This design comes from an exercise in tuning for small area and a short achievable clock period on the open sky130 flow, not from production work. RTL that was checked went through simulation tests only; none was proved equivalent to the original. No activity file was given, so power comes from the tool's default toggle rates.

==> run a: inputs <==
Design mult32x32, start of the top module:
module mult32x32 (
  input              i_clk     ,
  input              i_rstn    ,
  input  wire        i_multa_ns,
  input  wire        i_multb_ns,
  input  wire [31:0] i_multa   ,
  input  wire [31:0] i_multb   ,
  output wire [63:0] o_product
);
==> flow/config.mk <==
export PLATFORM = sky130hd
export DESIGN_NAME = mult32x32
export DESIGN_NICKNAME = mult32x32
export VERILOG_FILES = /design/flow/design.v
export SDC_FILE = /design/flow/constraint.sdc
export NUM_CORES = 4
export LEC_CHECK = 0
export CAP_MARGIN = 20
export CORE_MARGIN = 2
export CORE_UTILIZATION = 40
export SETUP_SLACK_MARGIN = 1.9
export SLEW_MARGIN = 20
export TNS_END_PERCENT = 100
==> flow/constraint.sdc <==
create_clock -name core_clock -period 4.0 [get_ports {i_clk}]
set_input_delay 0.8000 -clock core_clock [delete_from_list [all_inputs] [get_ports {i_clk}]]
set_output_delay 0.8000 -clock core_clock [all_outputs]
set_load 0.01 [all_outputs]
run.sh (not shown) runs the stock make flow with config.mk's settings and CLKGATE_MAP_FILE= SYNTH_SCRIPT=/design/flow/synth_recipe.tcl, a recipe that flattens the netlist after the stock synthesis.
==> run b (differences from run a) <==
--- a/flow/config.mk
+++ b/flow/config.mk
@@ -9,5 +9,5 @@
 export CORE_MARGIN = 2
 export CORE_UTILIZATION = 40
-export SETUP_SLACK_MARGIN = 1.9
+export SETUP_SLACK_MARGIN = 1.6
 export SLEW_MARGIN = 20
 export TNS_END_PERCENT = 100
==> impl_metrics.csv <==
group,metric,value,unit
detailed_routing,wl,127000,um
sta,hold_ws,0.0662,ns
outcome,status,"timing/DRC/antenna clean",
detailed_routing,drt_iter0_drc,2837,
final_layout,fin_nets,4848,
final_layout,clkCellAreaFrac,6.52,%
final_layout,nFillCells,10600,
final_layout,fin_area,0.0553,sq mm
sta,fmaxAchievable,397,MHz
final_layout,drive_gt1_share,10.3,%
power,comb-power,17.6,mW
That was run b.
==> impl_metrics.csv <==
group,metric,value,unit
detailed_routing,drt_iter0_drc,2239,
global_route,use_met2,38.4,%
outcome,status,"timing/DRC/antenna clean",
final_layout,fin_area,0.0600,sq mm
power,p_leak,24.8,nW
detailed_routing,wl,144000,um
sta,fmaxAchievable,403,MHz
floorplan,die-height,348,um
yosys,ys_top_cells_by_count,"dfxtp_1 (980), inv_1 (534), xnor2_1 (510)",
final_layout,drive_gt1_share,30.6,%
job,maxCapViolCount,0,
power,comb-power,18.6,mW
final_layout,nFillCells,10200,
That was run a.
No run of this note included a check of the RTL's function; only the layout flow was run.


==> exp/willow <==
Another version of the RTL of mult32x32 (not shown whole).
make LEC_CHECK=0 CAP_MARGIN=20 CORE_MARGIN=2 CORE_UTILIZATION=40 SETUP_SLACK_MARGIN=1.9 SLEW_MARGIN=20 TNS_END_PERCENT=100 finish   # period 4.0 ns
==> exp/zinc (differences from exp/willow) <==
--- a/flow/design.v
+++ b/flow/design.v
@@ -1,30 +1,9 @@
 `timescale 1ns/1ps
-module full_adder(
-	input   wire a,
-	input   wire b,
-	input   wire ci,
-	output  wire s,
-	output  wire co
-);
-assign s  = a ^ b ^ ci;
-assign co = (a & b) | (a & ci) | (b & ci);
-endmodule
-`timescale 1ns/1ps
-module half_adder(
-	input   wire a,
-	input   wire b,
-	output  wire s,
-	output  wire co
-);
-	assign s  = a ^ b;
-	assign co = a & b;
-endmodule
-`timescale 1ns/1ps
 module mult32x32 (
   input              i_clk     ,
   input              i_rstn    ,
   input  wire        i_multa_ns,
   input  wire        i_multb_ns,
   input  wire [31:0] i_multa   ,
   input  wire [31:0] i_multb   ,
   output wire [63:0] o_product
@@ -3853,12 +3832,14 @@
   s7_2933 <= sum2869;
 end
 reg [6:0] vld;
 always @(posedge i_clk or negedge i_rstn) begin
   if (~i_rstn) vld <= 7'b0;
   else        vld <= {vld[5:0], 1'b1};
 end
 reg [63:0] prod_q;
-wire out_en = vld[6] & i_rstn;
-always @(posedge i_clk) prod_q <= out_en ? pd : 64'b0;
+always @(posedge i_clk or negedge i_rstn) begin
+  if (~i_rstn) prod_q <= 64'b0;
+  else        prod_q <= vld[6] ? pd : 64'b0;
+end
 assign o_product = prod_q;
 endmodule
==> metrics.yaml <==
cellInternalPower_mw: 25.59
fraction_of_synthesized_cell_area_in_xor_and_xnor_cells_pct: 9.666
dpl.cell_count: 5148
cp_cell_sequence: "buf_12, ha_4, fa_2, a21oi_2, nor2_2, o2111ai_2, nand3_4, o311ai_4, a21oi_1, o31a_1"
critical_path.top_delay_family: "compound AO/OA/AOI/OAI gates"
pin_count_of_the_biggest_net_entering_global_routing: 37
status: "timing/DRC/antenna clean"
antenna_cells_inserted: 7
layout-area-overhead-vs-synth_pct: 18.36
Source of the figures above: exp/willow

==> metrics.yaml <==
status: "timing/DRC/antenna clean"
pin_count_of_the_biggest_net_entering_global_routing: 65
cellInternalPower_mw: 26.08
cp_cell_sequence: "a22o_1, a221oi_1, xnor2_1, fa_1"
nonClockInverterCount: 389
antenna_cells_inserted: 1
dpl.cell_count: 5162
ff2ff_path_depth: 4
final_common_cell: "dfxtp_1"
layout-area-overhead-vs-synth_pct: 18.16
critical_path.top_delay_family: "flip-flops"
Source of the figures above: exp/zinc

Only the layout flow was run in exp/zinc; the RTL was not checked for function there.

## static timing again, ports no longer ideal
How much do the figures lean on ideal ports? The routed layouts below were timed once more, with nothing changed but the port constraints. Step 1 (the two cells are an assumption about what drives the block):
set clk [get_ports {i_clk}]
set_driving_cell -lib_cell sky130_fd_sc_hd__clkbuf_16 $clk
set_driving_cell -lib_cell sky130_fd_sc_hd__buf_2 [delete_from_list [all_inputs] $clk]
Step 2, shift: input delay + t, output delay - t, t = (earliest + latest rising clock arrival at the registers) / 2. This alone moves slack from input paths to output paths. Slacks: ideal ports / drivers / drivers and shift; pairs: ideal ports / drivers.
| run | t (ns) | setup WS [ns] | latest minus earliest clock arrival (ns) | worst register clock-pin slew, ns |
|---|---|---|---|---|
| run a | 0.780 | 1.522 / 1.522 / 1.069 | 0.035 / 0.035 | 0.07 / 0.07 |
| run b | 0.744 | 1.484 / 1.484 / 0.741 | 0.069 / 0.068 | 0.07 / 0.07 |
| exp/willow | 0.760 | 1.735 / 1.744 / 1.002 | 0.040 / 0.039 | 0.07 / 0.07 |
| exp/zinc | 0.766 | 1.796 / 1.796 / 1.116 | 0.081 / 0.080 | 0.07 / 0.07 |
After both steps every run listed still meets setup and hold. The setup slack of run b, which loses most, moves by 0.000 ns with the drivers and by -0.743 ns with both steps.
